From an optimization exercise on the open Yosys and OpenROAD flow, aimed at small area, a short achievable clock period and few clock cycles per item; shortcuts taken in it are not production practice.
RTL that was checked went through simulation tests only; none was proved equivalent to the original.

==> v26: inputs <==
==> flow/design.v (excerpt) <==
module melendez_mult (rst, clk, multiplier, multiplicand, product, done);
export LEC_CHECK = 0
export CAP_MARGIN = 20
export CORE_MARGIN = 2
export CORE_UTILIZATION = 40
export SETUP_SLACK_MARGIN = 1.25
export SLEW_MARGIN = 20
export SYNTH_HIERARCHICAL = 1
export SYNTH_MINIMUM_KEEP_SIZE = 0
create_clock -name core_clock -period 5.0 [get_ports {clk}]
standard.sh (not shown) runs the stock make flow with config.mk's settings and CLKGATE_MAP_FILE= SYNTH_SCRIPT=/design/flow/synth_recipe.tcl, a recipe that flattens the netlist after the stock synthesis.
==> flow/flow/run.sh <==
#!/bin/bash
set -euo pipefail
export BUFFER_PORTS_ARGS="-buffer_cell sky130_fd_sc_hd__buf_2"
bash standard.sh > standard_flow.log 2>&1
==> v12 (differences from v26) <==
--- a/flow/design.v
+++ b/flow/design.v
@@ -1,71 +1,51 @@
 module melendez_mult (rst, clk, multiplier, multiplicand, product, done);
   input rst, clk;
   input [31:0] multiplier, multiplicand;
   output [63:0] product;
   output done;
   reg [1:0] cnt;                
   reg done_q;                   
   reg first_q;                  
-  reg zero_q;                   
+  reg [8:0] dig_q;              
   reg [32:0] s_q;           
   reg [32:0] c_q;           
   reg [7:0] pa_q, pb_q;         
   reg neg3_q;                   
   reg [23:0] lo_q;              
   assign done = done_q;
+  wire [8:0] dig = first_q ? {multiplier[8:1], 1'b0} : dig_q;
   reg [8:0] dig_next;
   always @(*)
     case (cnt)
       2'd0: dig_next = multiplier[16:8];
       2'd1: dig_next = multiplier[24:16];
       2'd2: dig_next = {1'b0, multiplier[31:24]};
       default: dig_next = 9'd0;
     endcase
   wire [3:0] one, two, neg, negn;
   wire [32:0] a_ext = {1'b0, multiplicand};
   wire [32:0] a_sh = {multiplicand, 1'b0};
-  wire [8:0] dig0 = {multiplier[8:1], 1'b0};
-  wire [3:0] one0, two0, neg0;
-  assign one0[0] = dig0[1] ^ dig0[0];
-  assign two0[0] = (dig0[2] & ~dig0[1] & ~dig0[0]) | (~dig0[2] & dig0[1] & dig0[0]);
-  assign neg0[0] = dig0[2];
-  assign one0[1] = dig0[3] ^ dig0[2];
-  assign two0[1] = (dig0[4] & ~dig0[3] & ~dig0[2]) | (~dig0[4] & dig0[3] & dig0[2]);
-  assign neg0[1] = dig0[4];
-  assign one0[2] = dig0[5] ^ dig0[4];
-  assign two0[2] = (dig0[6] & ~dig0[5] & ~dig0[4]) | (~dig0[6] & dig0[5] & dig0[4]);
-  assign neg0[2] = dig0[6];
-  assign one0[3] = dig0[7] ^ dig0[6];
-  assign two0[3] = (dig0[8] & ~dig0[7] & ~dig0[6]) | (~dig0[8] & dig0[7] & dig0[6]);
-  assign neg0[3] = dig0[8];
-  wire [3:0] one_n, two_n, neg_n;
-  assign one_n[0] = dig_next[1] ^ dig_next[0];
-  assign two_n[0] = (dig_next[2] & ~dig_next[1] & ~dig_next[0]) | (~dig_next[2] & dig_next[1] & dig_next[0]);
-  assign neg_n[0] = dig_next[2];
-  assign one_n[1] = dig_next[3] ^ dig_next[2];
-  assign two_n[1] = (dig_next[4] & ~dig_next[3] & ~dig_next[2]) | (~dig_next[4] & dig_next[3] & dig_next[2]);
-  assign neg_n[1] = dig_next[4];
-  assign one_n[2] = dig_next[5] ^ dig_next[4];
-  assign two_n[2] = (dig_next[6] & ~dig_next[5] & ~dig_next[4]) | (~dig_next[6] & dig_next[5] & dig_next[4]);
-  assign neg_n[2] = dig_next[6];
-  assign one_n[3] = dig_next[7] ^ dig_next[6];
-  assign two_n[3] = (dig_next[8] & ~dig_next[7] & ~dig_next[6]) | (~dig_next[8] & dig_next[7] & dig_next[6]);
-  assign neg_n[3] = dig_next[8];
-  reg [3:0] one_q, two_q, neg_q;
-  always @(posedge clk) begin
-    one_q <= one_n;
-    two_q <= two_n;
-    neg_q <= neg_n;
-  end
-  assign one = first_q ? one0 : one_q;
-  assign two = first_q ? two0 : two_q;
-  assign neg = first_q ? neg0 : neg_q;
-  assign negn = ~neg;
+  assign one[0] = dig[1] ^ dig[0];
+  assign two[0] = (dig[2] & ~dig[1] & ~dig[0]) | (~dig[2] & dig[1] & dig[0]);
+  assign neg[0] = dig[2];
+  assign negn[0] = ~dig[2];
+  assign one[1] = dig[3] ^ dig[2];
+  assign two[1] = (dig[4] & ~dig[3] & ~dig[2]) | (~dig[4] & dig[3] & dig[2]);
+  assign neg[1] = dig[4];
+  assign negn[1] = ~dig[4];
+  assign one[2] = dig[5] ^ dig[4];
+  assign two[2] = (dig[6] & ~dig[5] & ~dig[4]) | (~dig[6] & dig[5] & dig[4]);
+  assign neg[2] = dig[6];
+  assign negn[2] = ~dig[6];
+  assign one[3] = dig[7] ^ dig[6];
+  assign two[3] = (dig[8] & ~dig[7] & ~dig[6]) | (~dig[8] & dig[7] & dig[6]);
+  assign neg[3] = dig[8];
+  assign negn[3] = ~dig[8];
   wire [32:0] pp0;
   mm_bsel u_bs0_0 (.one(one[0]), .two(two[0]), .neg(neg[0]), .a(a_ext[0]), .a1(a_sh[0]), .p(pp0[0]));
   mm_bsel u_bs0_1 (.one(one[0]), .two(two[0]), .neg(neg[0]), .a(a_ext[1]), .a1(a_sh[1]), .p(pp0[1]));
   mm_bsel u_bs0_2 (.one(one[0]), .two(two[0]), .neg(neg[0]), .a(a_ext[2]), .a1(a_sh[2]), .p(pp0[2]));
   mm_bsel u_bs0_3 (.one(one[0]), .two(two[0]), .neg(neg[0]), .a(a_ext[3]), .a1(a_sh[3]), .p(pp0[3]));
   mm_bsel u_bs0_4 (.one(one[0]), .two(two[0]), .neg(neg[0]), .a(a_ext[4]), .a1(a_sh[4]), .p(pp0[4]));
   mm_bsel u_bs0_5 (.one(one[0]), .two(two[0]), .neg(neg[0]), .a(a_ext[5]), .a1(a_sh[5]), .p(pp0[5]));
   mm_bsel u_bs0_6 (.one(one[0]), .two(two[0]), .neg(neg[0]), .a(a_ext[6]), .a1(a_sh[6]), .p(pp0[6]));
@@ -193,20 +173,20 @@
   mm_bsel u_bs3_26 (.one(one[3]), .two(two[3]), .neg(neg[3]), .a(a_ext[26]), .a1(a_sh[26]), .p(pp3[26]));
   mm_bsel u_bs3_27 (.one(one[3]), .two(two[3]), .neg(neg[3]), .a(a_ext[27]), .a1(a_sh[27]), .p(pp3[27]));
   mm_bsel u_bs3_28 (.one(one[3]), .two(two[3]), .neg(neg[3]), .a(a_ext[28]), .a1(a_sh[28]), .p(pp3[28]));
   mm_bsel u_bs3_29 (.one(one[3]), .two(two[3]), .neg(neg[3]), .a(a_ext[29]), .a1(a_sh[29]), .p(pp3[29]));
   mm_bsel u_bs3_30 (.one(one[3]), .two(two[3]), .neg(neg[3]), .a(a_ext[30]), .a1(a_sh[30]), .p(pp3[30]));
   mm_bsel u_bs3_31 (.one(one[3]), .two(two[3]), .neg(neg[3]), .a(a_ext[31]), .a1(a_sh[31]), .p(pp3[31]));
   mm_bsel u_bs3_32 (.one(one[3]), .two(two[3]), .neg(neg[3]), .a(a_ext[32]), .a1(a_sh[32]), .p(pp3[32]));
   wire [34:0] s_init = {1'b1, 2'b00, multiplicand & {32{multiplier[0]}}};
-  wire [34:0] s_in = zero_q ? s_init : {1'b0, 1'b1, s_q[32], s_q[31], s_q[30], s_q[29], s_q[28], s_q[27], s_q[26], s_q[25], s_q[24], s_q[23], s_q[22], s_q[21], s_q[20], s_q[19], s_q[18], s_q[17], s_q[16], s_q[15], s_q[14], s_q[13], s_q[12], s_q[11], s_q[10], s_q[9], s_q[8], s_q[7], s_q[6], s_q[5], s_q[4], s_q[3], s_q[2], s_q[1], s_q[0]};
-  wire [34:0] c_in = {1'b0, 1'b0, c_q[32], c_q[31], c_q[30], c_q[29], c_q[28], c_q[27], c_q[26], c_q[25], c_q[24], c_q[23], c_q[22], c_q[21], c_q[20], c_q[19], c_q[18], c_q[17], c_q[16], c_q[15], c_q[14], c_q[13], c_q[12], c_q[11], c_q[10], c_q[9], c_q[8], c_q[7], c_q[6], c_q[5], c_q[4], c_q[3], c_q[2], c_q[1], c_q[0]} & {35{~zero_q}};
+  wire [34:0] s_in = first_q ? s_init : {1'b0, 1'b1, s_q[32], s_q[31], s_q[30], s_q[29], s_q[28], s_q[27], s_q[26], s_q[25], s_q[24], s_q[23], s_q[22], s_q[21], s_q[20], s_q[19], s_q[18], s_q[17], s_q[16], s_q[15], s_q[14], s_q[13], s_q[12], s_q[11], s_q[10], s_q[9], s_q[8], s_q[7], s_q[6], s_q[5], s_q[4], s_q[3], s_q[2], s_q[1], s_q[0]};
+  wire [34:0] c_in = {1'b0, 1'b0, c_q[32], c_q[31], c_q[30], c_q[29], c_q[28], c_q[27], c_q[26], c_q[25], c_q[24], c_q[23], c_q[22], c_q[21], c_q[20], c_q[19], c_q[18], c_q[17], c_q[16], c_q[15], c_q[14], c_q[13], c_q[12], c_q[11], c_q[10], c_q[9], c_q[8], c_q[7], c_q[6], c_q[5], c_q[4], c_q[3], c_q[2], c_q[1], c_q[0]} & {35{~first_q}};
   wire [9:0] lo_sum = {2'b00, {pa_q[7], pa_q[6], pa_q[5], pa_q[4], pa_q[3], pa_q[2], pa_q[1], pa_q[0]}} + {2'b00, {pb_q[7], pb_q[6], pb_q[5], pb_q[4], pb_q[3], pb_q[2], pb_q[1], pb_q[0]}} + {2'b00, neg3_q, 7'd0};
-  wire [1:0] lcin = lo_sum[9:8] & {2{~zero_q}};
+  wire [1:0] lcin = lo_sum[9:8] & {2{~first_q}};
   wire hs1;
   wire hc2;
   wire hs3;
   wire hc4;
   wire hs5;
   wire hc6;
   wire fs7;
   wire fc8;
@@ -625,17 +605,17 @@
   assign hs281 = ~pp3[32];
   wire [39:0] hi_a = {s_q[31], s_q[30], s_q[29], s_q[28], s_q[27], s_q[26], s_q[25], s_q[24], s_q[23], s_q[22], s_q[21], s_q[20], s_q[19], s_q[18], s_q[17], s_q[16], s_q[15], s_q[14], s_q[13], s_q[12], s_q[11], s_q[10], s_q[9], s_q[8], s_q[7], s_q[6], s_q[5], s_q[4], s_q[3], s_q[2], s_q[1], s_q[0], {pa_q[7], pa_q[6], pa_q[5], pa_q[4], pa_q[3], pa_q[2], pa_q[1], pa_q[0]}};
   wire [39:0] hi_b = {c_q[31], c_q[30], c_q[29], c_q[28], c_q[27], c_q[26], c_q[25], c_q[24], c_q[23], c_q[22], c_q[21], c_q[20], c_q[19], c_q[18], c_q[17], c_q[16], c_q[15], c_q[14], c_q[13], c_q[12], c_q[11], c_q[10], c_q[9], c_q[8], c_q[7], c_q[6], c_q[5], c_q[4], c_q[3], c_q[2], c_q[1], c_q[0], {pb_q[7], pb_q[6], pb_q[5], pb_q[4], pb_q[3], pb_q[2], pb_q[1], pb_q[0]}};
   wire [39:0] hi_s;
   mm_add u_add (.a(hi_a), .b(hi_b), .ci(1'b0), .s(hi_s));
   assign product = {hi_s, lo_q};
   always @(posedge clk) begin
     first_q <= rst;
-    zero_q <= rst | done_q;
+    dig_q <= dig_next;
     if (rst) begin
       cnt <= 2'd0;
       done_q <= 1'b0;
     end else if (!done_q) begin
       cnt <= cnt + 2'd1;
       done_q <= (cnt == 2'd3);
     end
   end
==> flow/config.mk (replaced) <==
export PLATFORM = sky130hd
export DESIGN_NAME = melendez_mult
export DESIGN_NICKNAME = melendez_mult
export VERILOG_FILES = /design/flow/design.v
export SDC_FILE = /design/flow/constraint.sdc
export NUM_CORES = 4
export LEC_CHECK = 0
export ABC_AREA = 1
export CAP_MARGIN = 20
export CORE_MARGIN = 2
export CORE_UTILIZATION = 40
export SETUP_SLACK_MARGIN = 1.25
export SLEW_MARGIN = 20
export SYNTH_HIERARCHICAL = 1
export SYNTH_MINIMUM_KEEP_SIZE = 0
==> v34 (differences from v26) <==
--- a/flow/design.v
+++ b/flow/design.v
@@ -1,71 +1,51 @@
 module melendez_mult (rst, clk, multiplier, multiplicand, product, done);
   input rst, clk;
   input [31:0] multiplier, multiplicand;
   output [63:0] product;
   output done;
   reg [1:0] cnt;                
   reg done_q;                   
   reg first_q;                  
-  reg zero_q;                   
+  reg [8:0] dig_q;              
   reg [32:0] s_q;           
   reg [32:0] c_q;           
   reg [7:0] pa_q, pb_q;         
   reg neg3_q;                   
   reg [23:0] lo_q;              
   assign done = done_q;
+  wire [8:0] dig = first_q ? {multiplier[8:1], 1'b0} : dig_q;
   reg [8:0] dig_next;
   always @(*)
     case (cnt)
       2'd0: dig_next = multiplier[16:8];
       2'd1: dig_next = multiplier[24:16];
       2'd2: dig_next = {1'b0, multiplier[31:24]};
       default: dig_next = 9'd0;
     endcase
   wire [3:0] one, two, neg, negn;
   wire [32:0] a_ext = {1'b0, multiplicand};
   wire [32:0] a_sh = {multiplicand, 1'b0};
-  wire [8:0] dig0 = {multiplier[8:1], 1'b0};
-  wire [3:0] one0, two0, neg0;
-  assign one0[0] = dig0[1] ^ dig0[0];
-  assign two0[0] = (dig0[2] & ~dig0[1] & ~dig0[0]) | (~dig0[2] & dig0[1] & dig0[0]);
-  assign neg0[0] = dig0[2];
-  assign one0[1] = dig0[3] ^ dig0[2];
-  assign two0[1] = (dig0[4] & ~dig0[3] & ~dig0[2]) | (~dig0[4] & dig0[3] & dig0[2]);
-  assign neg0[1] = dig0[4];
-  assign one0[2] = dig0[5] ^ dig0[4];
-  assign two0[2] = (dig0[6] & ~dig0[5] & ~dig0[4]) | (~dig0[6] & dig0[5] & dig0[4]);
-  assign neg0[2] = dig0[6];
-  assign one0[3] = dig0[7] ^ dig0[6];
-  assign two0[3] = (dig0[8] & ~dig0[7] & ~dig0[6]) | (~dig0[8] & dig0[7] & dig0[6]);
-  assign neg0[3] = dig0[8];
-  wire [3:0] one_n, two_n, neg_n;
-  assign one_n[0] = dig_next[1] ^ dig_next[0];
-  assign two_n[0] = (dig_next[2] & ~dig_next[1] & ~dig_next[0]) | (~dig_next[2] & dig_next[1] & dig_next[0]);
-  assign neg_n[0] = dig_next[2];
-  assign one_n[1] = dig_next[3] ^ dig_next[2];
-  assign two_n[1] = (dig_next[4] & ~dig_next[3] & ~dig_next[2]) | (~dig_next[4] & dig_next[3] & dig_next[2]);
-  assign neg_n[1] = dig_next[4];
-  assign one_n[2] = dig_next[5] ^ dig_next[4];
-  assign two_n[2] = (dig_next[6] & ~dig_next[5] & ~dig_next[4]) | (~dig_next[6] & dig_next[5] & dig_next[4]);
-  assign neg_n[2] = dig_next[6];
-  assign one_n[3] = dig_next[7] ^ dig_next[6];
-  assign two_n[3] = (dig_next[8] & ~dig_next[7] & ~dig_next[6]) | (~dig_next[8] & dig_next[7] & dig_next[6]);
-  assign neg_n[3] = dig_next[8];
-  reg [3:0] one_q, two_q, neg_q;
-  always @(posedge clk) begin
-    one_q <= one_n;
-    two_q <= two_n;
-    neg_q <= neg_n;
-  end
-  assign one = first_q ? one0 : one_q;
-  assign two = first_q ? two0 : two_q;
-  assign neg = first_q ? neg0 : neg_q;
-  assign negn = ~neg;
+  assign one[0] = dig[1] ^ dig[0];
+  assign two[0] = (dig[2] & ~dig[1] & ~dig[0]) | (~dig[2] & dig[1] & dig[0]);
+  assign neg[0] = dig[2];
+  assign negn[0] = ~dig[2];
+  assign one[1] = dig[3] ^ dig[2];
+  assign two[1] = (dig[4] & ~dig[3] & ~dig[2]) | (~dig[4] & dig[3] & dig[2]);
+  assign neg[1] = dig[4];
+  assign negn[1] = ~dig[4];
+  assign one[2] = dig[5] ^ dig[4];
+  assign two[2] = (dig[6] & ~dig[5] & ~dig[4]) | (~dig[6] & dig[5] & dig[4]);
+  assign neg[2] = dig[6];
+  assign negn[2] = ~dig[6];
+  assign one[3] = dig[7] ^ dig[6];
+  assign two[3] = (dig[8] & ~dig[7] & ~dig[6]) | (~dig[8] & dig[7] & dig[6]);
+  assign neg[3] = dig[8];
+  assign negn[3] = ~dig[8];
   wire [32:0] pp0;
   mm_bsel u_bs0_0 (.one(one[0]), .two(two[0]), .neg(neg[0]), .a(a_ext[0]), .a1(a_sh[0]), .p(pp0[0]));
   mm_bsel u_bs0_1 (.one(one[0]), .two(two[0]), .neg(neg[0]), .a(a_ext[1]), .a1(a_sh[1]), .p(pp0[1]));
   mm_bsel u_bs0_2 (.one(one[0]), .two(two[0]), .neg(neg[0]), .a(a_ext[2]), .a1(a_sh[2]), .p(pp0[2]));
   mm_bsel u_bs0_3 (.one(one[0]), .two(two[0]), .neg(neg[0]), .a(a_ext[3]), .a1(a_sh[3]), .p(pp0[3]));
   mm_bsel u_bs0_4 (.one(one[0]), .two(two[0]), .neg(neg[0]), .a(a_ext[4]), .a1(a_sh[4]), .p(pp0[4]));
   mm_bsel u_bs0_5 (.one(one[0]), .two(two[0]), .neg(neg[0]), .a(a_ext[5]), .a1(a_sh[5]), .p(pp0[5]));
   mm_bsel u_bs0_6 (.one(one[0]), .two(two[0]), .neg(neg[0]), .a(a_ext[6]), .a1(a_sh[6]), .p(pp0[6]));
@@ -193,20 +173,20 @@
   mm_bsel u_bs3_26 (.one(one[3]), .two(two[3]), .neg(neg[3]), .a(a_ext[26]), .a1(a_sh[26]), .p(pp3[26]));
   mm_bsel u_bs3_27 (.one(one[3]), .two(two[3]), .neg(neg[3]), .a(a_ext[27]), .a1(a_sh[27]), .p(pp3[27]));
   mm_bsel u_bs3_28 (.one(one[3]), .two(two[3]), .neg(neg[3]), .a(a_ext[28]), .a1(a_sh[28]), .p(pp3[28]));
   mm_bsel u_bs3_29 (.one(one[3]), .two(two[3]), .neg(neg[3]), .a(a_ext[29]), .a1(a_sh[29]), .p(pp3[29]));
   mm_bsel u_bs3_30 (.one(one[3]), .two(two[3]), .neg(neg[3]), .a(a_ext[30]), .a1(a_sh[30]), .p(pp3[30]));
   mm_bsel u_bs3_31 (.one(one[3]), .two(two[3]), .neg(neg[3]), .a(a_ext[31]), .a1(a_sh[31]), .p(pp3[31]));
   mm_bsel u_bs3_32 (.one(one[3]), .two(two[3]), .neg(neg[3]), .a(a_ext[32]), .a1(a_sh[32]), .p(pp3[32]));
   wire [34:0] s_init = {1'b1, 2'b00, multiplicand & {32{multiplier[0]}}};
-  wire [34:0] s_in = zero_q ? s_init : {1'b0, 1'b1, s_q[32], s_q[31], s_q[30], s_q[29], s_q[28], s_q[27], s_q[26], s_q[25], s_q[24], s_q[23], s_q[22], s_q[21], s_q[20], s_q[19], s_q[18], s_q[17], s_q[16], s_q[15], s_q[14], s_q[13], s_q[12], s_q[11], s_q[10], s_q[9], s_q[8], s_q[7], s_q[6], s_q[5], s_q[4], s_q[3], s_q[2], s_q[1], s_q[0]};
-  wire [34:0] c_in = {1'b0, 1'b0, c_q[32], c_q[31], c_q[30], c_q[29], c_q[28], c_q[27], c_q[26], c_q[25], c_q[24], c_q[23], c_q[22], c_q[21], c_q[20], c_q[19], c_q[18], c_q[17], c_q[16], c_q[15], c_q[14], c_q[13], c_q[12], c_q[11], c_q[10], c_q[9], c_q[8], c_q[7], c_q[6], c_q[5], c_q[4], c_q[3], c_q[2], c_q[1], c_q[0]} & {35{~zero_q}};
+  wire [34:0] s_in = first_q ? s_init : {1'b0, 1'b1, s_q[32], s_q[31], s_q[30], s_q[29], s_q[28], s_q[27], s_q[26], s_q[25], s_q[24], s_q[23], s_q[22], s_q[21], s_q[20], s_q[19], s_q[18], s_q[17], s_q[16], s_q[15], s_q[14], s_q[13], s_q[12], s_q[11], s_q[10], s_q[9], s_q[8], s_q[7], s_q[6], s_q[5], s_q[4], s_q[3], s_q[2], s_q[1], s_q[0]};
+  wire [34:0] c_in = {1'b0, 1'b0, c_q[32], c_q[31], c_q[30], c_q[29], c_q[28], c_q[27], c_q[26], c_q[25], c_q[24], c_q[23], c_q[22], c_q[21], c_q[20], c_q[19], c_q[18], c_q[17], c_q[16], c_q[15], c_q[14], c_q[13], c_q[12], c_q[11], c_q[10], c_q[9], c_q[8], c_q[7], c_q[6], c_q[5], c_q[4], c_q[3], c_q[2], c_q[1], c_q[0]} & {35{~first_q}};
   wire [9:0] lo_sum = {2'b00, {pa_q[7], pa_q[6], pa_q[5], pa_q[4], pa_q[3], pa_q[2], pa_q[1], pa_q[0]}} + {2'b00, {pb_q[7], pb_q[6], pb_q[5], pb_q[4], pb_q[3], pb_q[2], pb_q[1], pb_q[0]}} + {2'b00, neg3_q, 7'd0};
-  wire [1:0] lcin = lo_sum[9:8] & {2{~zero_q}};
+  wire [1:0] lcin = lo_sum[9:8] & {2{~first_q}};
   wire hs1;
   wire hc2;
   wire hs3;
   wire hc4;
   wire hs5;
   wire hc6;
   wire fs7;
   wire fc8;
@@ -625,17 +605,17 @@
   assign hs281 = ~pp3[32];
   wire [39:0] hi_a = {s_q[31], s_q[30], s_q[29], s_q[28], s_q[27], s_q[26], s_q[25], s_q[24], s_q[23], s_q[22], s_q[21], s_q[20], s_q[19], s_q[18], s_q[17], s_q[16], s_q[15], s_q[14], s_q[13], s_q[12], s_q[11], s_q[10], s_q[9], s_q[8], s_q[7], s_q[6], s_q[5], s_q[4], s_q[3], s_q[2], s_q[1], s_q[0], {pa_q[7], pa_q[6], pa_q[5], pa_q[4], pa_q[3], pa_q[2], pa_q[1], pa_q[0]}};
   wire [39:0] hi_b = {c_q[31], c_q[30], c_q[29], c_q[28], c_q[27], c_q[26], c_q[25], c_q[24], c_q[23], c_q[22], c_q[21], c_q[20], c_q[19], c_q[18], c_q[17], c_q[16], c_q[15], c_q[14], c_q[13], c_q[12], c_q[11], c_q[10], c_q[9], c_q[8], c_q[7], c_q[6], c_q[5], c_q[4], c_q[3], c_q[2], c_q[1], c_q[0], {pb_q[7], pb_q[6], pb_q[5], pb_q[4], pb_q[3], pb_q[2], pb_q[1], pb_q[0]}};
   wire [39:0] hi_s;
   mm_add u_add (.a(hi_a), .b(hi_b), .ci(1'b0), .s(hi_s));
   assign product = {hi_s, lo_q};
   always @(posedge clk) begin
     first_q <= rst;
-    zero_q <= rst | done_q;
+    dig_q <= dig_next;
     if (rst) begin
       cnt <= 2'd0;
       done_q <= 1'b0;
     end else if (!done_q) begin
       cnt <= cnt + 2'd1;
       done_q <= (cnt == 2'd3);
     end
   end
==> flow/config.mk (replaced) <==
export PLATFORM = sky130hd
export DESIGN_NAME = melendez_mult
export DESIGN_NICKNAME = melendez_mult
export VERILOG_FILES = /design/flow/design.v
export SDC_FILE = /design/flow/constraint.sdc
export NUM_CORES = 4
export LEC_CHECK = 0
export CAP_MARGIN = 20
export CORE_MARGIN = 2
export CORE_UTILIZATION = 40
export SETUP_SLACK_MARGIN = 1.0
export SLEW_MARGIN = 20
export SYNTH_HIERARCHICAL = 1
export SYNTH_MINIMUM_KEEP_SIZE = 0
==> qor summary <==
item	v12	v26	v34
Result of the run	complete, no violations	complete, no violations	complete, no violations
Beginning of the critical path	multiplier[2]	s_q[16]$_DFFE_PN_	s_q[23]$_DFFE_PN_
Multiplexer share of the synthesized area	0.214%	0.481%	0.755%
Met2 wire len	21.9 mm	18.4 mm	18.1 mm
Post-Synth XOR/XNOR Area	0.499%	12.6%	12.7%
End-of-flow core utilization	50.1%	50.9%	49.2%
Reg clk slew, reported paths	0.07 ns	0.07 ns	0.06 ns
Basic-gate share of the synthesized area counting and, or, nand and nor cells	34.0%	5.63%	5.18%
Worst reg2reg setup slack	1.37 ns	1.49 ns	1.12 ns
Yosys reg bits	120	124	120
Core Rows	68	65	64
Testbench counts of v12, summed over its fixed seeds: cycles 2,296, products 384.
Testbench counts of v34, summed over its fixed seeds: cycles 2,296, products 384.
Function not checked in v26: the RTL went through the layout flow alone.

-- what the ideal ports hide --
How much do the figures lean on ideal ports? The routed layouts below were timed once more, with nothing changed but the port constraints.
Step 1 assumes that a clkbuf_16 drives the clock port and a buf_2 every other input.
Step 2 times the ports against the registers' clock, not the clock port: input delays grow and output delays shrink by t, the midpoint of the rising clock arrivals with the driver on.
Slacks: ideal / step 1 / step 2; pairs: ideal / step 1.
run	t (ns)	setup WS [ns]	slew at the worst register clock pin (ns)
v26	0.469	1.278 / 1.232 / 0.901	0.07 / 0.07
v12	0.476	1.295 / 1.252 / 0.826	0.07 / 0.07
v34	0.469	1.064 / 1.019 / 0.638	0.07 / 0.07
After both steps every run listed still meets setup and hold. The setup slack of v12, which loses most, moves by -0.043 ns with the drivers and by -0.469 ns with both steps.
